This design comes from an exercise in tuning for small area and a short achievable clock period on the open sky130 flow, not from production work.
No run shown here included a check of the RTL's function; only the layout flow was run.
No activity file was given, so power comes from the tool's default toggle rates.

**flow/config.mk**
```make
export PLATFORM = sky130hd
export DESIGN_NAME = ArithmaticUnit
export DESIGN_NICKNAME = ArithmaticUnit
export VERILOG_FILES = /design/flow/design.v
export SDC_FILE = /design/flow/constraint.sdc
export NUM_CORES = 4
export LEC_CHECK = 0
export CAP_MARGIN = 20
export CORE_MARGIN = 2
export CORE_UTILIZATION = 60
export SETUP_SLACK_MARGIN = 2.5
export SLEW_MARGIN = 20
```
**flow/constraint.sdc**
```tcl
create_clock -name core_clock -period 8.0 [get_ports {clock_i}]
set_input_delay 1.6000 -clock core_clock [delete_from_list [all_inputs] [get_ports {clock_i}]]
set_output_delay 1.6000 -clock core_clock [all_outputs]
set_load 0.01 [all_outputs]
```
**flow/design.v**
```verilog
`timescale 1ns / 1ps
`default_nettype none
module ArithmaticUnit(
		input wire clock_i, isWb_i, enable_i,
		input wire [4:0] wbAddress_i,
		input wire [6:0] opCode_i,
		input wire [15:0] pOperand_i, sOperand_i,
		output reg wbEnable_o,
		output reg [4:0] wbAddress_o,
		output reg [15:0] wbData_o,
		output reg [1:0] statusWriteback_o  
    );
	wire [15:0] P = pOperand_i;
	wire [15:0] S = sOperand_i;
	wire mul = opCode_i[1] & opCode_i[0];
	wire sub = opCode_i[1] & ~opCode_i[0];
	wire as  = opCode_i[1] ^ opCode_i[0];
	wire [7:0] one, two, neg;
	assign one[0] = (mul & P[0]) | as;
	assign two[0] = mul & P[1] & ~P[0];
	assign neg[0] = (mul & P[1]) | sub;
	genvar k;
	generate for (k = 1; k < 8; k = k + 1) begin : enc
		assign one[k] = mul & (P[2*k] ^ P[2*k-1]);
		assign two[k] = mul & ((P[2*k+1] & ~P[2*k] & ~P[2*k-1]) | (~P[2*k+1] & P[2*k] & P[2*k-1]));
		assign neg[k] = mul & P[2*k+1];
	end endgenerate
	wire pp0_0 = ((one[0] & S[0]) | (two[0] & 1'b0)) ^ neg[0];
	wire pp0_1 = ((one[0] & S[1]) | (two[0] & S[0])) ^ neg[0];
	wire pp0_2 = ((one[0] & S[2]) | (two[0] & S[1])) ^ neg[0];
	wire pp0_3 = ((one[0] & S[3]) | (two[0] & S[2])) ^ neg[0];
	wire pp0_4 = ((one[0] & S[4]) | (two[0] & S[3])) ^ neg[0];
	wire pp0_5 = ((one[0] & S[5]) | (two[0] & S[4])) ^ neg[0];
	wire pp0_6 = ((one[0] & S[6]) | (two[0] & S[5])) ^ neg[0];
	wire pp0_7 = ((one[0] & S[7]) | (two[0] & S[6])) ^ neg[0];
	wire pp0_8 = ((one[0] & S[8]) | (two[0] & S[7])) ^ neg[0];
	wire pp0_9 = ((one[0] & S[9]) | (two[0] & S[8])) ^ neg[0];
	wire pp0_10 = ((one[0] & S[10]) | (two[0] & S[9])) ^ neg[0];
	wire pp0_11 = ((one[0] & S[11]) | (two[0] & S[10])) ^ neg[0];
	wire pp0_12 = ((one[0] & S[12]) | (two[0] & S[11])) ^ neg[0];
	wire pp0_13 = ((one[0] & S[13]) | (two[0] & S[12])) ^ neg[0];
	wire pp0_14 = ((one[0] & S[14]) | (two[0] & S[13])) ^ neg[0];
	wire pp0_15 = ((one[0] & S[15]) | (two[0] & S[14])) ^ neg[0];
	wire ng0 = neg[0];
	wire pp1_2 = (((one[1] & S[0]) | (two[1] & 1'b0)) ^ neg[1]) | (as & P[2]);
	wire pp1_3 = (((one[1] & S[1]) | (two[1] & S[0])) ^ neg[1]) | (as & P[3]);
	wire pp1_4 = (((one[1] & S[2]) | (two[1] & S[1])) ^ neg[1]) | (as & P[4]);
	wire pp1_5 = (((one[1] & S[3]) | (two[1] & S[2])) ^ neg[1]) | (as & P[5]);
	wire pp1_6 = (((one[1] & S[4]) | (two[1] & S[3])) ^ neg[1]) | (as & P[6]);
	wire pp1_7 = (((one[1] & S[5]) | (two[1] & S[4])) ^ neg[1]) | (as & P[7]);
	wire pp1_8 = (((one[1] & S[6]) | (two[1] & S[5])) ^ neg[1]) | (as & P[8]);
	wire pp1_9 = (((one[1] & S[7]) | (two[1] & S[6])) ^ neg[1]) | (as & P[9]);
	wire pp1_10 = (((one[1] & S[8]) | (two[1] & S[7])) ^ neg[1]) | (as & P[10]);
	wire pp1_11 = (((one[1] & S[9]) | (two[1] & S[8])) ^ neg[1]) | (as & P[11]);
	wire pp1_12 = (((one[1] & S[10]) | (two[1] & S[9])) ^ neg[1]) | (as & P[12]);
	wire pp1_13 = (((one[1] & S[11]) | (two[1] & S[10])) ^ neg[1]) | (as & P[13]);
	wire pp1_14 = (((one[1] & S[12]) | (two[1] & S[11])) ^ neg[1]) | (as & P[14]);
	wire pp1_15 = (((one[1] & S[13]) | (two[1] & S[12])) ^ neg[1]) | (as & P[15]);
	wire ng1 = neg[1];
	wire pp2_4 = ((one[2] & S[0]) | (two[2] & 1'b0)) ^ neg[2];
	wire pp2_5 = ((one[2] & S[1]) | (two[2] & S[0])) ^ neg[2];
	wire pp2_6 = ((one[2] & S[2]) | (two[2] & S[1])) ^ neg[2];
	wire pp2_7 = ((one[2] & S[3]) | (two[2] & S[2])) ^ neg[2];
	wire pp2_8 = ((one[2] & S[4]) | (two[2] & S[3])) ^ neg[2];
	wire pp2_9 = ((one[2] & S[5]) | (two[2] & S[4])) ^ neg[2];
	wire pp2_10 = ((one[2] & S[6]) | (two[2] & S[5])) ^ neg[2];
	wire pp2_11 = ((one[2] & S[7]) | (two[2] & S[6])) ^ neg[2];
	wire pp2_12 = ((one[2] & S[8]) | (two[2] & S[7])) ^ neg[2];
	wire pp2_13 = ((one[2] & S[9]) | (two[2] & S[8])) ^ neg[2];
	wire pp2_14 = ((one[2] & S[10]) | (two[2] & S[9])) ^ neg[2];
	wire pp2_15 = ((one[2] & S[11]) | (two[2] & S[10])) ^ neg[2];
	wire ng2 = neg[2];
	wire pp3_6 = ((one[3] & S[0]) | (two[3] & 1'b0)) ^ neg[3];
	wire pp3_7 = ((one[3] & S[1]) | (two[3] & S[0])) ^ neg[3];
	wire pp3_8 = ((one[3] & S[2]) | (two[3] & S[1])) ^ neg[3];
	wire pp3_9 = ((one[3] & S[3]) | (two[3] & S[2])) ^ neg[3];
	wire pp3_10 = ((one[3] & S[4]) | (two[3] & S[3])) ^ neg[3];
	wire pp3_11 = ((one[3] & S[5]) | (two[3] & S[4])) ^ neg[3];
	wire pp3_12 = ((one[3] & S[6]) | (two[3] & S[5])) ^ neg[3];
	wire pp3_13 = ((one[3] & S[7]) | (two[3] & S[6])) ^ neg[3];
	wire pp3_14 = ((one[3] & S[8]) | (two[3] & S[7])) ^ neg[3];
	wire pp3_15 = ((one[3] & S[9]) | (two[3] & S[8])) ^ neg[3];
	wire ng3 = neg[3];
	wire pp4_8 = ((one[4] & S[0]) | (two[4] & 1'b0)) ^ neg[4];
	wire pp4_9 = ((one[4] & S[1]) | (two[4] & S[0])) ^ neg[4];
	wire pp4_10 = ((one[4] & S[2]) | (two[4] & S[1])) ^ neg[4];
	wire pp4_11 = ((one[4] & S[3]) | (two[4] & S[2])) ^ neg[4];
	wire pp4_12 = ((one[4] & S[4]) | (two[4] & S[3])) ^ neg[4];
	wire pp4_13 = ((one[4] & S[5]) | (two[4] & S[4])) ^ neg[4];
	wire pp4_14 = ((one[4] & S[6]) | (two[4] & S[5])) ^ neg[4];
	wire pp4_15 = ((one[4] & S[7]) | (two[4] & S[6])) ^ neg[4];
	wire ng4 = neg[4];
	wire pp5_10 = ((one[5] & S[0]) | (two[5] & 1'b0)) ^ neg[5];
	wire pp5_11 = ((one[5] & S[1]) | (two[5] & S[0])) ^ neg[5];
	wire pp5_12 = ((one[5] & S[2]) | (two[5] & S[1])) ^ neg[5];
	wire pp5_13 = ((one[5] & S[3]) | (two[5] & S[2])) ^ neg[5];
	wire pp5_14 = ((one[5] & S[4]) | (two[5] & S[3])) ^ neg[5];
	wire pp5_15 = ((one[5] & S[5]) | (two[5] & S[4])) ^ neg[5];
	wire ng5 = neg[5];
	wire pp6_12 = ((one[6] & S[0]) | (two[6] & 1'b0)) ^ neg[6];
	wire pp6_13 = ((one[6] & S[1]) | (two[6] & S[0])) ^ neg[6];
	wire pp6_14 = ((one[6] & S[2]) | (two[6] & S[1])) ^ neg[6];
	wire pp6_15 = ((one[6] & S[3]) | (two[6] & S[2])) ^ neg[6];
	wire ng6 = neg[6];
	wire pp7_14 = ((one[7] & S[0]) | (two[7] & 1'b0)) ^ neg[7];
	wire pp7_15 = ((one[7] & S[1]) | (two[7] & S[0])) ^ neg[7];
	wire ng7 = neg[7];
	wire xp0 = as & P[0];
	wire xp1 = as & P[1];
	wire hs0 = ng5 ^ pp0_10;
	wire hc0 = ng5 & pp0_10;
	wire hs1 = pp0_11 ^ pp1_11;
	wire hc1 = pp0_11 & pp1_11;
	wire fs0 = ng6 ^ pp0_12 ^ pp1_12;
	wire fc0 = (ng6 & pp0_12) | (ng6 & pp1_12) | (pp0_12 & pp1_12);
	wire hs2 = pp2_12 ^ pp3_12;
	wire hc2 = pp2_12 & pp3_12;
	wire fs1 = pp0_13 ^ pp1_13 ^ pp2_13;
	wire fc1 = (pp0_13 & pp1_13) | (pp0_13 & pp2_13) | (pp1_13 & pp2_13);
	wire hs3 = pp3_13 ^ pp4_13;
	wire hc3 = pp3_13 & pp4_13;
	wire fs2 = ng7 ^ pp0_14 ^ pp1_14;
	wire fc2 = (ng7 & pp0_14) | (ng7 & pp1_14) | (pp0_14 & pp1_14);
	wire fs3 = pp2_14 ^ pp3_14 ^ pp4_14;
	wire fc3 = (pp2_14 & pp3_14) | (pp2_14 & pp4_14) | (pp3_14 & pp4_14);
	wire hs4 = pp5_14 ^ pp6_14;
	wire hc4 = pp5_14 & pp6_14;
	wire fs4 = pp0_15 ^ pp1_15 ^ pp2_15;
	wire fc4 = (pp0_15 & pp1_15) | (pp0_15 & pp2_15) | (pp1_15 & pp2_15);
	wire fs5 = pp3_15 ^ pp4_15 ^ pp5_15;
	wire fc5 = (pp3_15 & pp4_15) | (pp3_15 & pp5_15) | (pp4_15 & pp5_15);
	wire hs5 = pp6_15 ^ pp7_15;
	wire hc5 = pp6_15 & pp7_15;
	wire hs6 = ng3 ^ pp0_6;
	wire hc6 = ng3 & pp0_6;
	wire hs7 = pp0_7 ^ pp1_7;
	wire hc7 = pp0_7 & pp1_7;
	wire fs6 = ng4 ^ pp0_8 ^ pp1_8;
	wire fc6 = (ng4 & pp0_8) | (ng4 & pp1_8) | (pp0_8 & pp1_8);
	wire hs8 = pp2_8 ^ pp3_8;
	wire hc8 = pp2_8 & pp3_8;
	wire fs7 = pp0_9 ^ pp1_9 ^ pp2_9;
	wire fc7 = (pp0_9 & pp1_9) | (pp0_9 & pp2_9) | (pp1_9 & pp2_9);
	wire hs9 = pp3_9 ^ pp4_9;
	wire hc9 = pp3_9 & pp4_9;
	wire fs8 = pp1_10 ^ pp2_10 ^ pp3_10;
	wire fc8 = (pp1_10 & pp2_10) | (pp1_10 & pp3_10) | (pp2_10 & pp3_10);
	wire fs9 = pp4_10 ^ pp5_10 ^ hs0;
	wire fc9 = (pp4_10 & pp5_10) | (pp4_10 & hs0) | (pp5_10 & hs0);
	wire fs10 = pp2_11 ^ pp3_11 ^ pp4_11;
	wire fc10 = (pp2_11 & pp3_11) | (pp2_11 & pp4_11) | (pp3_11 & pp4_11);
	wire fs11 = pp5_11 ^ hc0 ^ hs1;
	wire fc11 = (pp5_11 & hc0) | (pp5_11 & hs1) | (hc0 & hs1);
	wire fs12 = pp4_12 ^ pp5_12 ^ pp6_12;
	wire fc12 = (pp4_12 & pp5_12) | (pp4_12 & pp6_12) | (pp5_12 & pp6_12);
	wire fs13 = hc1 ^ hs2 ^ fs0;
	wire fc13 = (hc1 & hs2) | (hc1 & fs0) | (hs2 & fs0);
	wire fs14 = pp5_13 ^ pp6_13 ^ hc2;
	wire fc14 = (pp5_13 & pp6_13) | (pp5_13 & hc2) | (pp6_13 & hc2);
	wire fs15 = hs3 ^ fc0 ^ fs1;
	wire fc15 = (hs3 & fc0) | (hs3 & fs1) | (fc0 & fs1);
	wire fs16 = pp7_14 ^ hc3 ^ hs4;
	wire fc16 = (pp7_14 & hc3) | (pp7_14 & hs4) | (hc3 & hs4);
	wire fs17 = fc1 ^ fs2 ^ fs3;
	wire fc17 = (fc1 & fs2) | (fc1 & fs3) | (fs2 & fs3);
	wire fs18 = hc4 ^ hs5 ^ fc2;
	wire fc18 = (hc4 & hs5) | (hc4 & fc2) | (hs5 & fc2);
	wire fs19 = fc3 ^ fs4 ^ fs5;
	wire fc19 = (fc3 & fs4) | (fc3 & fs5) | (fs4 & fs5);
	wire hs10 = ng2 ^ pp0_4;
	wire hc10 = ng2 & pp0_4;
	wire hs11 = pp0_5 ^ pp1_5;
	wire hc11 = pp0_5 & pp1_5;
	wire fs20 = pp1_6 ^ pp2_6 ^ pp3_6;
	wire fc20 = (pp1_6 & pp2_6) | (pp1_6 & pp3_6) | (pp2_6 & pp3_6);
	wire fs21 = pp2_7 ^ pp3_7 ^ hc6;
	wire fc21 = (pp2_7 & pp3_7) | (pp2_7 & hc6) | (pp3_7 & hc6);
	wire fs22 = pp4_8 ^ hc7 ^ hs8;
	wire fc22 = (pp4_8 & hc7) | (pp4_8 & hs8) | (hc7 & hs8);
	wire fs23 = hc8 ^ hs9 ^ fc6;
	wire fc23 = (hc8 & hs9) | (hc8 & fc6) | (hs9 & fc6);
	wire fs24 = hc9 ^ fc7 ^ fs8;
	wire fc24 = (hc9 & fc7) | (hc9 & fs8) | (fc7 & fs8);
	wire fs25 = fc8 ^ fs10 ^ fc9;
	wire fc25 = (fc8 & fs10) | (fc8 & fc9) | (fs10 & fc9);
	wire fs26 = fc10 ^ fs12 ^ fc11;
	wire fc26 = (fc10 & fs12) | (fc10 & fc11) | (fs12 & fc11);
	wire fs27 = fc12 ^ fs14 ^ fc13;
	wire fc27 = (fc12 & fs14) | (fc12 & fc13) | (fs14 & fc13);
	wire fs28 = fc14 ^ fs16 ^ fc15;
	wire fc28 = (fc14 & fs16) | (fc14 & fc15) | (fs16 & fc15);
	wire fs29 = fc16 ^ fc17 ^ fs18;
	wire fc29 = (fc16 & fc17) | (fc16 & fs18) | (fc17 & fs18);
	wire hs12 = xp0 ^ ng0;
	wire hc12 = xp0 & ng0;
	wire hs13 = xp1 ^ pp0_1;
	wire hc13 = xp1 & pp0_1;
	wire fs30 = ng1 ^ pp0_2 ^ pp1_2;
	wire fc30 = (ng1 & pp0_2) | (ng1 & pp1_2) | (pp0_2 & pp1_2);
	wire hs14 = pp0_3 ^ pp1_3;
	wire hc14 = pp0_3 & pp1_3;
	wire fs31 = pp1_4 ^ pp2_4 ^ hs10;
	wire fc31 = (pp1_4 & pp2_4) | (pp1_4 & hs10) | (pp2_4 & hs10);
	wire fs32 = pp2_5 ^ hc10 ^ hs11;
	wire fc32 = (pp2_5 & hc10) | (pp2_5 & hs11) | (hc10 & hs11);
	wire fs33 = hc11 ^ hs6 ^ fs20;
	wire fc33 = (hc11 & hs6) | (hc11 & fs20) | (hs6 & fs20);
	wire fs34 = hs7 ^ fc20 ^ fs21;
	wire fc34 = (hs7 & fc20) | (hs7 & fs21) | (fc20 & fs21);
	wire fs35 = fs6 ^ fc21 ^ fs22;
	wire fc35 = (fs6 & fc21) | (fs6 & fs22) | (fc21 & fs22);
	wire fs36 = fs7 ^ fc22 ^ fs23;
	wire fc36 = (fs7 & fc22) | (fs7 & fs23) | (fc22 & fs23);
	wire fs37 = fs9 ^ fc23 ^ fs24;
	wire fc37 = (fs9 & fc23) | (fs9 & fs24) | (fc23 & fs24);
	wire fs38 = fs11 ^ fc24 ^ fs25;
	wire fc38 = (fs11 & fc24) | (fs11 & fs25) | (fc24 & fs25);
	wire fs39 = fs13 ^ fc25 ^ fs26;
	wire fc39 = (fs13 & fc25) | (fs13 & fs26) | (fc25 & fs26);
	wire fs40 = fs15 ^ fc26 ^ fs27;
	wire fc40 = (fs15 & fc26) | (fs15 & fs27) | (fc26 & fs27);
	wire fs41 = fs17 ^ fc27 ^ fs28;
	wire fc41 = (fs17 & fc27) | (fs17 & fs28) | (fc27 & fs28);
	wire fs42 = fs19 ^ fc28 ^ fs29;
	wire fc42 = (fs19 & fc28) | (fs19 & fs29) | (fc28 & fs29);
	wire [15:0] ra = {fc41, fc40, fc39, fc38, fc37, fc36, fc35, fc34, fc33, fc32, fc31, hc14, fc30, hc13, hc12, hs12};
	wire [15:0] rb = {fs42, fs41, fs40, fs39, fs38, fs37, fs36, fs35, fs34, fs33, fs32, fs31, hs14, fs30, hs13, pp0_0};
	wire [15:0] g0 = ra & rb;
	wire [15:0] p0 = ra ^ rb;
	wire g1_1 = g0[1] | (p0[1] & g0[0]);
	wire g1_3 = g0[3] | (p0[3] & g0[2]);
	wire p1_3 = p0[3] & p0[2];
	wire g1_5 = g0[5] | (p0[5] & g0[4]);
	wire p1_5 = p0[5] & p0[4];
	wire g1_7 = g0[7] | (p0[7] & g0[6]);
	wire p1_7 = p0[7] & p0[6];
	wire g1_9 = g0[9] | (p0[9] & g0[8]);
	wire p1_9 = p0[9] & p0[8];
	wire g1_11 = g0[11] | (p0[11] & g0[10]);
	wire p1_11 = p0[11] & p0[10];
	wire g1_13 = g0[13] | (p0[13] & g0[12]);
	wire p1_13 = p0[13] & p0[12];
	wire g1_15 = g0[15] | (p0[15] & g0[14]);
	wire p1_15 = p0[15] & p0[14];
	wire g2_2 = g0[2] | (p0[2] & g1_1);
	wire g2_3 = g1_3 | (p1_3 & g1_1);
	wire g2_6 = g0[6] | (p0[6] & g1_5);
	wire p2_6 = p0[6] & p1_5;
	wire g2_7 = g1_7 | (p1_7 & g1_5);
	wire p2_7 = p1_7 & p1_5;
	wire g2_10 = g0[10] | (p0[10] & g1_9);
	wire p2_10 = p0[10] & p1_9;
	wire g2_11 = g1_11 | (p1_11 & g1_9);
	wire p2_11 = p1_11 & p1_9;
	wire g2_14 = g0[14] | (p0[14] & g1_13);
	wire p2_14 = p0[14] & p1_13;
	wire g2_15 = g1_15 | (p1_15 & g1_13);
	wire p2_15 = p1_15 & p1_13;
	wire g3_4 = g0[4] | (p0[4] & g2_3);
	wire g3_5 = g1_5 | (p1_5 & g2_3);
	wire g3_6 = g2_6 | (p2_6 & g2_3);
	wire g3_7 = g2_7 | (p2_7 & g2_3);
	wire g3_12 = g0[12] | (p0[12] & g2_11);
	wire p3_12 = p0[12] & p2_11;
	wire g3_13 = g1_13 | (p1_13 & g2_11);
	wire p3_13 = p1_13 & p2_11;
	wire g3_14 = g2_14 | (p2_14 & g2_11);
	wire p3_14 = p2_14 & p2_11;
	wire g3_15 = g2_15 | (p2_15 & g2_11);
	wire p3_15 = p2_15 & p2_11;
	wire g4_8 = g0[8] | (p0[8] & g3_7);
	wire g4_9 = g1_9 | (p1_9 & g3_7);
	wire g4_10 = g2_10 | (p2_10 & g3_7);
	wire g4_11 = g2_11 | (p2_11 & g3_7);
	wire g4_12 = g3_12 | (p3_12 & g3_7);
	wire g4_13 = g3_13 | (p3_13 & g3_7);
	wire g4_14 = g3_14 | (p3_14 & g3_7);
	wire g4_15 = g3_15 | (p3_15 & g3_7);
	wire [16:0] sum;
	assign sum[0] = p0[0];
	assign sum[1] = p0[1] ^ g0[0];
	assign sum[2] = p0[2] ^ g1_1;
	assign sum[3] = p0[3] ^ g2_2;
	assign sum[4] = p0[4] ^ g2_3;
	assign sum[5] = p0[5] ^ g3_4;
	assign sum[6] = p0[6] ^ g3_5;
	assign sum[7] = p0[7] ^ g3_6;
	assign sum[8] = p0[8] ^ g3_7;
	assign sum[9] = p0[9] ^ g4_8;
	assign sum[10] = p0[10] ^ g4_9;
	assign sum[11] = p0[11] ^ g4_10;
	assign sum[12] = p0[12] ^ g4_11;
	assign sum[13] = p0[13] ^ g4_12;
	assign sum[14] = p0[14] ^ g4_13;
	assign sum[15] = p0[15] ^ g4_14;
	assign sum[16] = g4_15;
	wire cout = sum[16] | fc4 | fc5 | hc5 | fc18 | fc19 | fc29 | fc42;
	wire arith = ~|opCode_i[6:2];
	always @(posedge clock_i)
	begin
		if (enable_i)
		begin
			wbEnable_o <= isWb_i & |opCode_i;
			wbAddress_o <= wbAddress_i;
			if (arith) wbData_o <= sum[15:0];
			if (arith & as) statusWriteback_o <= {~opCode_i[1] & cout, opCode_i[1] & ~cout};
		end
	end
endmodule
```
**flow/run.sh**
```bash
#!/bin/bash
# synth_recipe.tcl (not shown) runs the flow's synth.tcl, then flattens the netlist and writes it again
# the make line also repeats each setting of config.mk as NAME=value (left out here)
make -C /OpenROAD-flow-scripts/flow DESIGN_CONFIG=/design/flow/config.mk WORK_HOME=/design/flow/orfs CLKGATE_MAP_FILE= SYNTH_SCRIPT=/design/flow/synth_recipe.tcl finish
```
==> results of run 1 <==
kinds of logic after synthesis:
logic type,Yosys count,synth area share
compound gates,230,0.2935
buf+inv,121,0.09705
xor+xnor,37,0.06243
flops,24,0.1357
mux,2,0.003769
fa+ha+maj,84,0.2624
simple gates,166,0.1451
report_power, final:
part	internal, µW	switching (µW)
Combinational	428	490
Clock	66.9	37.2
Sequential	177	1.18
routing by layer:
layer  up-vias  share of wire  global-route usage
met3        59          0.087             0.03078
met1      2373           0.40              0.4181
met2       321           0.47              0.5406
li1       2397              -                   -
met4         0          0.042              0.1250
met5         -              0                   0
per-stage QoR:
step	hold WS, ns	utilization	cell area, µm²	std cells
2_1_floorplan	1.699	-	5408	664
3_3_place_gp	2.157	0.6910	5967	785
3_5_place_dp	2.160	0.6910	5967	785
4_1_cts	1.663	0.7330	6330	813
5_1_grt	1.621	0.7514	6489	824
6_report	1.627	0.7514	6489	824
cell usage in the layout, fill, tap and decap left out, types with 17 or more instances in the layout:
cell type        synthesis  routed
o21ai_0                 91      89
inv_1                   59      54
nand2_1                 58      54
a22oi_1                 55      49
nor2_1                  57      49
fa_1                    47      40
clkdlybuf4s50_1          0      38
buf_4                    3      35
xnor2_1                 32      27
ha_1                    33      25
edfxtp_1                24      24
a21boi_0                22      17
flip-flops by register name (all words and copies together), names as in the netlist:
register           flops
statusWriteback_o      2
wbAddress_o            5
wbData_o              16
wbEnable_o             1
worst paths after layout:
check        start  slack [ns]              endpoint
max    opCode_i[0]        2.53  statusWriteback_o[0]
min    opCode_i[1]        1.63  statusWriteback_o[1]
timing repair:
item / in CTS / in global routing
setup endpoints to repair: 10 / 7
pin swaps: 19 / 46
gates cloned: 1 / 0
resized for setup: 101 / 101
hold buffers: 0 / 0
buffers inserted: 23 / 11
layout make-up:
type	count	share of cell area
clock buffer	3	0.006363
multi-input combinational	520	0.6795
clock inverter	1	0.004628
sequential	24	0.1111
inverter	60	0.03509
timing repair buffer	108	0.1425
tap	108	0.02083
==> metrics list, run 1 <==
- Number of instances in the synthesized netlist: about 660
- Number of nets in the finished design: 844
- Share of Yosys cell area claimed by the top area cell type: 0.1771
- Largest net degree at the start of global routing: 43
* Final hold violations: 0
- For the worst setup path, the data required time is 8.03 ns.
- #FFs+latches synth: 24
- Worst hold path class: input pin to register
* Buffers on Ports: 70
* Sort of element at the start of the critical path: input pin
- Detailed Route WL: about 15000 µm
* Max Cap Viol: 0
- Setup repair after global routing could not meet its margin everywhere.
* Starting DRC count in detailed routing: 624
- Result of the run: complete, no violations
- The die is 98.09 µm tall.
* Most common cell type on the critical path: fa_2
* Area of the multi-input gates: 4409 µm²
- The die covers 9621 µm².
- Dividing the detail-routed wire length by the instance count gives 18.51 µm.
* Number of antenna diodes: 0
- In the synthesized netlist the dominant register cell turns out to be edfxtp_1.
* Sequential fraction of the synthesis area: 0.1357
- Core region area: around 8600 µm²
- The floorplan step set the die width to 98.09 µm.
- CTS H-tree lvls: 1
- Yosys top cell by area: fa_1
- Detailed-router iteration count before antenna repair: 6
- The largest individual stage delay along the critical path comes from the cell fa_2.
- Final-report setup violation count: 0
- Final cycle utilization of the critical path: 0.6837
- Among all cell types in the netlist, the one instantiated most often is o21ai_0.
- The filler cells instantiated in the layout total ~650.
- After layout, the worst setup slack is between 2 and 3 ns.
- Summed over all failing endpoints, the final setup total negative slack is 0 ns.
- Area taken by flip-flops and latches: 720.7 µm²
- Timing would allow up to between 150 and 200 MHz.
- Remaining antenna violation count after routing: 0
- STA puts the critical path data arrival time at 5.50 ns.
- Clock buffer count from CTS: 3
- Static Leak: 0.002727 µW
- STA classifies the critical path endpoint as a register.
- Final HPWL from detailed placement: 10630 µm
* Syn nets: 791
* Setup Crit Path Kind: input pin to register
- Count of buffer and inverter cells on the critical path: 4
- By count the netlist is led by o21ai_0, inv_1, nand2_1.
- Routed via count: 5150
- The initial utilization of the core area, before any placement, comes to 0.6150.
* Clk Tree Root Cell: clkbuf_8
- TritonCTS built the clock tree.
* Remaining global-route overflow: 0
- In the final layout, the share of cells above drive strength 1 is 0.2109.
- At the pin with the least slew margin, the transition time is 0.7245 ns.
- The mapped netlist covers 5311 µm².
- Overall fraction of global-route tracks in use: 0.3174
* Detail-routed via count per cell: 6.250
* Via count of the first global-routing pass: 5087
- Timing analysis after detailed placement gives a worst setup slack of 1.236 ns.
- During I/O placement, the number of pins put on the boundary was 71.
- Maximum cell stage delay along the critical path: 0.56 ns
- Synth top area cells: fa_1, edfxtp_1, o21ai_0, a22oi_1, ha_1
- Maximum net fanout on the critical path: 4
- Clock Sinks: 24
* Async SR Flop Fraction: 0
- Routability cong.: 0.9527
- Critical path depth in cells: 16
* Cell family with most CP delay: adder cells
- Overall power: 1200 µW
- Initial antenna violation count: 0
* CTS clock-pin slew for the worst setup and hold paths: 0.08 ns
* Layout overhead on the synthesized area: 22.17%
- The worst hold path was traced through 2 stages.
- The count of final max-slew check failures is 0.
- First-pass GRT wire length: 24990 µm
- Power density cells: 185.0 nW/µm²
- Post-synth cell types: 59
- The worst path in the final design needs a cycle of around 5.5 ns, including I/O delays and setup.
- The synthesized design contains 24 enable-type register cells.
* List of cells traversed by the critical path: buf_4 -> ha_4 -> buf_6 -> a21o_4 -> buf_4 -> a22oi_2 -> xnor2_1 -> fa_1 -> inv_1 -> fa_2 -> fa_2 -> fa_2 -> ha_4 -> and3_4 -> o211ai_1 -> and3_1
- Synth Area per Inst: 7.999 µm²
- Max Buffers Root-to-Sink: 2
* # DRC: 0
* Worst-case headroom to the max-slew limit: 0.5170
- Site Rows: 34
* Yosys Warn Count: 1
* Peak VDD IR: 110.0 µV
==> run 2: changes to the inputs <==
--- a/flow/design.v
+++ b/flow/design.v
@@ -229,51 +229,85 @@
 	wire [15:0] p0 = ra ^ rb;
 	wire g1_1 = g0[1] | (p0[1] & g0[0]);
+	wire g1_2 = g0[2] | (p0[2] & g0[1]);
+	wire p1_2 = p0[2] & p0[1];
 	wire g1_3 = g0[3] | (p0[3] & g0[2]);
 	wire p1_3 = p0[3] & p0[2];
+	wire g1_4 = g0[4] | (p0[4] & g0[3]);
+	wire p1_4 = p0[4] & p0[3];
 	wire g1_5 = g0[5] | (p0[5] & g0[4]);
 	wire p1_5 = p0[5] & p0[4];
+	wire g1_6 = g0[6] | (p0[6] & g0[5]);
+	wire p1_6 = p0[6] & p0[5];
 	wire g1_7 = g0[7] | (p0[7] & g0[6]);
 	wire p1_7 = p0[7] & p0[6];
+	wire g1_8 = g0[8] | (p0[8] & g0[7]);
+	wire p1_8 = p0[8] & p0[7];
 	wire g1_9 = g0[9] | (p0[9] & g0[8]);
 	wire p1_9 = p0[9] & p0[8];
+	wire g1_10 = g0[10] | (p0[10] & g0[9]);
+	wire p1_10 = p0[10] & p0[9];
 	wire g1_11 = g0[11] | (p0[11] & g0[10]);
 	wire p1_11 = p0[11] & p0[10];
+	wire g1_12 = g0[12] | (p0[12] & g0[11]);
+	wire p1_12 = p0[12] & p0[11];
 	wire g1_13 = g0[13] | (p0[13] & g0[12]);
 	wire p1_13 = p0[13] & p0[12];
+	wire g1_14 = g0[14] | (p0[14] & g0[13]);
+	wire p1_14 = p0[14] & p0[13];
 	wire g1_15 = g0[15] | (p0[15] & g0[14]);
 	wire p1_15 = p0[15] & p0[14];
-	wire g2_2 = g0[2] | (p0[2] & g1_1);
+	wire g2_2 = g1_2 | (p1_2 & g0[0]);
 	wire g2_3 = g1_3 | (p1_3 & g1_1);
-	wire g2_6 = g0[6] | (p0[6] & g1_5);
-	wire p2_6 = p0[6] & p1_5;
+	wire g2_4 = g1_4 | (p1_4 & g1_2);
+	wire p2_4 = p1_4 & p1_2;
+	wire g2_5 = g1_5 | (p1_5 & g1_3);
+	wire p2_5 = p1_5 & p1_3;
+	wire g2_6 = g1_6 | (p1_6 & g1_4);
+	wire p2_6 = p1_6 & p1_4;
 	wire g2_7 = g1_7 | (p1_7 & g1_5);
 	wire p2_7 = p1_7 & p1_5;
-	wire g2_10 = g0[10] | (p0[10] & g1_9);
-	wire p2_10 = p0[10] & p1_9;
+	wire g2_8 = g1_8 | (p1_8 & g1_6);
+	wire p2_8 = p1_8 & p1_6;
+	wire g2_9 = g1_9 | (p1_9 & g1_7);
+	wire p2_9 = p1_9 & p1_7;
+	wire g2_10 = g1_10 | (p1_10 & g1_8);
+	wire p2_10 = p1_10 & p1_8;
 	wire g2_11 = g1_11 | (p1_11 & g1_9);
 	wire p2_11 = p1_11 & p1_9;
-	wire g2_14 = g0[14] | (p0[14] & g1_13);
-	wire p2_14 = p0[14] & p1_13;
+	wire g2_12 = g1_12 | (p1_12 & g1_10);
+	wire p2_12 = p1_12 & p1_10;
+	wire g2_13 = g1_13 | (p1_13 & g1_11);
+	wire p2_13 = p1_13 & p1_11;
+	wire g2_14 = g1_14 | (p1_14 & g1_12);
+	wire p2_14 = p1_14 & p1_12;
 	wire g2_15 = g1_15 | (p1_15 & g1_13);
 	wire p2_15 = p1_15 & p1_13;
-	wire g3_4 = g0[4] | (p0[4] & g2_3);
-	wire g3_5 = g1_5 | (p1_5 & g2_3);
-	wire g3_6 = g2_6 | (p2_6 & g2_3);
+	wire g3_4 = g2_4 | (p2_4 & g0[0]);
+	wire g3_5 = g2_5 | (p2_5 & g1_1);
+	wire g3_6 = g2_6 | (p2_6 & g2_2);
 	wire g3_7 = g2_7 | (p2_7 & g2_3);
-	wire g3_12 = g0[12] | (p0[12] & g2_11);
-	wire p3_12 = p0[12] & p2_11;
-	wire g3_13 = g1_13 | (p1_13 & g2_11);
-	wire p3_13 = p1_13 & p2_11;
-	wire g3_14 = g2_14 | (p2_14 & g2_11);
-	wire p3_14 = p2_14 & p2_11;
+	wire g3_8 = g2_8 | (p2_8 & g2_4);
+	wire p3_8 = p2_8 & p2_4;
+	wire g3_9 = g2_9 | (p2_9 & g2_5);
+	wire p3_9 = p2_9 & p2_5;
+	wire g3_10 = g2_10 | (p2_10 & g2_6);
+	wire p3_10 = p2_10 & p2_6;
+	wire g3_11 = g2_11 | (p2_11 & g2_7);
+	wire p3_11 = p2_11 & p2_7;
+	wire g3_12 = g2_12 | (p2_12 & g2_8);
+	wire p3_12 = p2_12 & p2_8;
+	wire g3_13 = g2_13 | (p2_13 & g2_9);
+	wire p3_13 = p2_13 & p2_9;
+	wire g3_14 = g2_14 | (p2_14 & g2_10);
+	wire p3_14 = p2_14 & p2_10;
 	wire g3_15 = g2_15 | (p2_15 & g2_11);
 	wire p3_15 = p2_15 & p2_11;
-	wire g4_8 = g0[8] | (p0[8] & g3_7);
-	wire g4_9 = g1_9 | (p1_9 & g3_7);
-	wire g4_10 = g2_10 | (p2_10 & g3_7);
-	wire g4_11 = g2_11 | (p2_11 & g3_7);
-	wire g4_12 = g3_12 | (p3_12 & g3_7);
-	wire g4_13 = g3_13 | (p3_13 & g3_7);
-	wire g4_14 = g3_14 | (p3_14 & g3_7);
+	wire g4_8 = g3_8 | (p3_8 & g0[0]);
+	wire g4_9 = g3_9 | (p3_9 & g1_1);
+	wire g4_10 = g3_10 | (p3_10 & g2_2);
+	wire g4_11 = g3_11 | (p3_11 & g2_3);
+	wire g4_12 = g3_12 | (p3_12 & g3_4);
+	wire g4_13 = g3_13 | (p3_13 & g3_5);
+	wire g4_14 = g3_14 | (p3_14 & g3_6);
 	wire g4_15 = g3_15 | (p3_15 & g3_7);
 	wire [16:0] sum;
==> run 2 against run 1 <==
Wire length up 14%. Synthesized cell count up 3.2%. Cell area up 3.0%. Sequential cell count unchanged. First-iteration DRC count up 9.5%. Non-clock buffer count up 11. Clock power about the same. Worst hold slack better by 0.050 ns. Largest cell class unchanged. Largest power group unchanged.
==> metrics list, run 2 <==
* Number of nets in the finished design: slightly below 900
- Fmax achieved: about 180 MHz
- Of the post-synthesis cell area, the dominant cell type holds 0.1695.
- Static Leak: ~0.0028 µW
- Hold-fix buffers, CTS: 0
- Period minus WS final: 5.581 ns
- Final-report setup violation count: 0
- First-pass GRT wire length: ~27000 µm
- Adding up every negative setup slack in the final design gives 0 ns.
- CTS H-tree lvls: 1
* Number of instances in the synthesized netlist: 685
* Worst hold path class: input pin to register
- In this run the horizontal extent of the chip is 97.06 µm.
- Among all flip-flop cells after synthesis, the most frequent one is edfxtp_1.
- The largest registers in the layout are wbData_o x16, wbAddress_o x5, statusWriteback_o x2.
- Of the total synthesized cell area, the portion taken by AND, OR, NAND and NOR gates is 0.1440.
- Yosys instantiated no cell more often than o21ai_0.
* Remaining global-route overflow: 0
- Crit path setup slack, layout: 2.419 ns
- Max reg flops: 16
- In this run the core area contains 33 standard-cell rows.
* Sequential fraction of the synthesis area: 0.1387
- Syn nets: between 800 and 900
- After legalization and detailed placement, the total HPWL measured about 12000 µm.
- The number of failing hold endpoints at the final stage was 0.
- Clock Sinks: 24
- The synthesized design contains 24 register bits.
- Xor/xnor share of the synthesized area: 0.06911
- TritonCTS created 3 clock buffers.
- Routability cong.: 0.9948
- Layout Cells excl Fill: 851
* Setup Crit Path Kind: input pin to register
- Clock-pin slew was measured on the worst setup and hold paths at 0.08 ns.
- Setup repair after global routing could not meet its margin everywhere.
* Compound-Gate Fraction of Synth Area: 0.2986
- The worst hold path terminates at statusWriteback_o[1].
- # DRC: 0
* Routed via count: 5688
* Power density cells: 204.5 nW/µm²
- Chip height: 97.06 µm
* Routed wire per std cell: 20.37 µm
* Initial core utilization: 0.6261
- The library cell used most frequently in the layout, excluding fill and tap cells, is o21ai_0.
* Initial antenna violation count: 0
* Biggest register: wbData_o
- DP Cell Count: about 800
* Multiplexer area fraction after synthesis: 0.001926
- During placement, the flow inserted port buffers numbering 70.
- Remaining antenna violation count after routing: 0
- Max Buffers Root-to-Sink: 2
* Worst-margin pin slew: between 0.7 and 0.8 ns
* Core region area: slightly above 8000 µm²
- Clk Tree Root Cell: clkbuf_8
* Via count of the first global-routing pass: a little over 5000
* Fraction of final layout cells with drive strength greater than 1: 0.2078
- The die covers 9421 µm².
* Detailed-router iteration count before antenna repair: 7
- Nature of the critical path endpoint: register
* Post-synth cell types: 52
- Most instantiated cells after synthesis: o21ai_0, nor2_1, nand2_1
- Sort of element at the start of the critical path: input pin
- The startpoint identified for the worst hold timing path is opCode_i[1].
- The tool flagged a number of max-cap violations equal to 0.
* Detailed Route WL: approximately 17000 µm
- Overall fraction of global-route tracks in use: 0.3406
* Peak VDD IR: about 130 µV
- Counting flops with a built-in enable in the synthesized netlist gives 24.
- Synth Area per Inst: around 7.6 µm²
* Data required, critical path: 8.03 ns
- TritonCTS clock tree: yes
- The synthesized design spends more area on one cell type than any other, namely fa_1.
* Async SR Flop Fraction: 0
- In this run, the number of DRC markers left after iteration 0 of detailed routing was 683.
- After synthesis, the cell types taking the most area are fa_1, edfxtp_1, o21ai_0, ha_1, a22oi_1.
- Maximum net fanout on the critical path: 6
- Number of cells traversed by the worst hold path: 2
* Largest net degree at the start of global routing: 31
- Main combinational cell family by area after synthesis: compound AO/OA/AOI/OAI gates
- Worst-case headroom to the max-slew limit: 0.5292
- Compared with the post-synthesis result, the final layout area differs by 28.61%.
- The repair_antennas step left the layout with diodes totalling 0.
* Yosys Warn Count: 1
- Top library cells by usage in the layout, fill and taps aside: o21ai_0, nand2_1, nor2_1, inv_1, a22oi_1
- The flow ran to the end and the layout has no timing, DRC or antenna violations.
* Slew Limit Fails: 0
* Post-Syn Area: 5196 µm²
* Crit path DAT: 5.61 ns
* Setup slack after placement: 1.036 ns
- Final cycle utilization of the critical path: 0.6976
* Detail-routed via count per cell: about 6.7
- I/O Pins: 71
- Post-synthesis share of cell area spent on full adders, half adders and majority gates: 0.2591
==> run 2: kinds of logic after synthesis <==
kind of cell / Yosys count
AOI/OAI and AO/OA: 248
xor gates and xnor gates: 41
adders and majority gates: 82
buffers and inverters: 121
DFF: 24
muxes: 1
and+or+nand+nor: 168
==> run 2: worst max-delay path by stage <==
stage	start	to	slack [ns]	cells past startpoint
floorplan	opCode_i[1]	wbData_o[15]	2.38	17
global placement	opCode_i[1]	statusWriteback_o[0]	1.16	17
detailed placement	opCode_i[1]	statusWriteback_o[0]	1.04	17
CTS	sOperand_i[11]	statusWriteback_o[1]	2.50	16
global route	pOperand_i[1]	wbData_o[13]	2.28	18
finish	pOperand_i[2]	statusWriteback_o[0]	2.42	17
==> run 2: critical path, cell delays in order <==
cell and delay [ns]:
buf_12 0.12, and2_4 0.17, nor3_4 0.30, buf_4 0.17
a22oi_2 0.05, a21oi_2 0.27, a21oi_2 0.08, fa_1 0.54
inv_1 0.05, fa_2 0.37, fa_2 0.58, fa_2 0.45
ha_4 0.30, and4_4 0.23, o2111ai_2 0.14, nand3_1 0.13
nor2_1 0.05
==> run 2: report_power, final <==
part / internal, µW / total (µW) / switching (µW)
Sequential: 178 / 179 / 1.41
Combinational: 499 / 1080 / 584
Clock: 66.9 / 105 / 38.4
Total: 743 / 1370 / 623
==> run 2: area by class of cell <==
class                   count  area (µm²)
fillers                   551        1617
repair buffers            119        1105
flip-flops and latches     24       720.7
inverters                  57       237.7
clock buffers               3       41.29
well taps                 105       131.4
multi-input cells         542        4417
clock inverters             1       30.03
==> run 2: stage by stage <==
stage	hold WS [ns]	util	total power (µW)	cell area, µm²
after global routing	1.689	0.8052	1458	6683
final	1.677	0.8052	1367	6683
after global placement	2.155	0.7161	959.0	5943
after CTS	1.722	0.7742	1213	6425
after floorplan	1.699	-	836.2	5361
after detailed placement	2.159	0.7161	997.0	5943
==> run 2: routing by layer <==
layer	vias to the layer above	global-route usage	routed length, µm
met2	431	0.5929	8187
met3	113	0.03381	1700
li1	2520	-	-
met1	2624	0.4428	6475
met5	-	0	0
met4	0	0.1203	971
==> run 2: timing repair <==
action / 4_1_cts / 5_1_grt
setup endpoints to repair: 11 / 8
cloned: 3 / 0
setup buffers: 23 / 18
pin swaps: 27 / 47
resized for setup: 156 / 56

[static timing again, ports no longer ideal]
The results above use ideal ports. As a check the final layouts listed here were re-extracted and re-timed, cells and wires unchanged.
Step 1 sets driving cells, clkbuf_16 on the clock port and buf_2 on the other inputs (assumed; they add their load-dependent delay and slew).
Step 2 times the ports against the registers' clock, not the clock port: input delays grow and output delays shrink by t, the midpoint of the rising clock arrivals with the driver on.
Three values: no drivers, after step 1, after step 2; two values: the first two.
| run | t, ns | setup slack, ns | hold slack, ns | clock arrival spread, ns | worst data-port slew with drivers (ns) |
|---|---|---|---|---|---|
| run 1 | 0.284 | 2.531 / 2.523 / 2.239 | 1.627 / 1.657 / 1.941 | 0.001 / 0.001 | 0.05 |
| run 2 | 0.290 | 2.419 / 2.390 / 2.100 | 1.677 / 1.698 / 1.988 | 0.003 / 0.002 | 0.06 |
After both steps setup and hold are still met in every run listed. For run 2, which loses most, drivers alone change the setup slack by -0.029 ns; drivers and shift together by -0.319 ns.
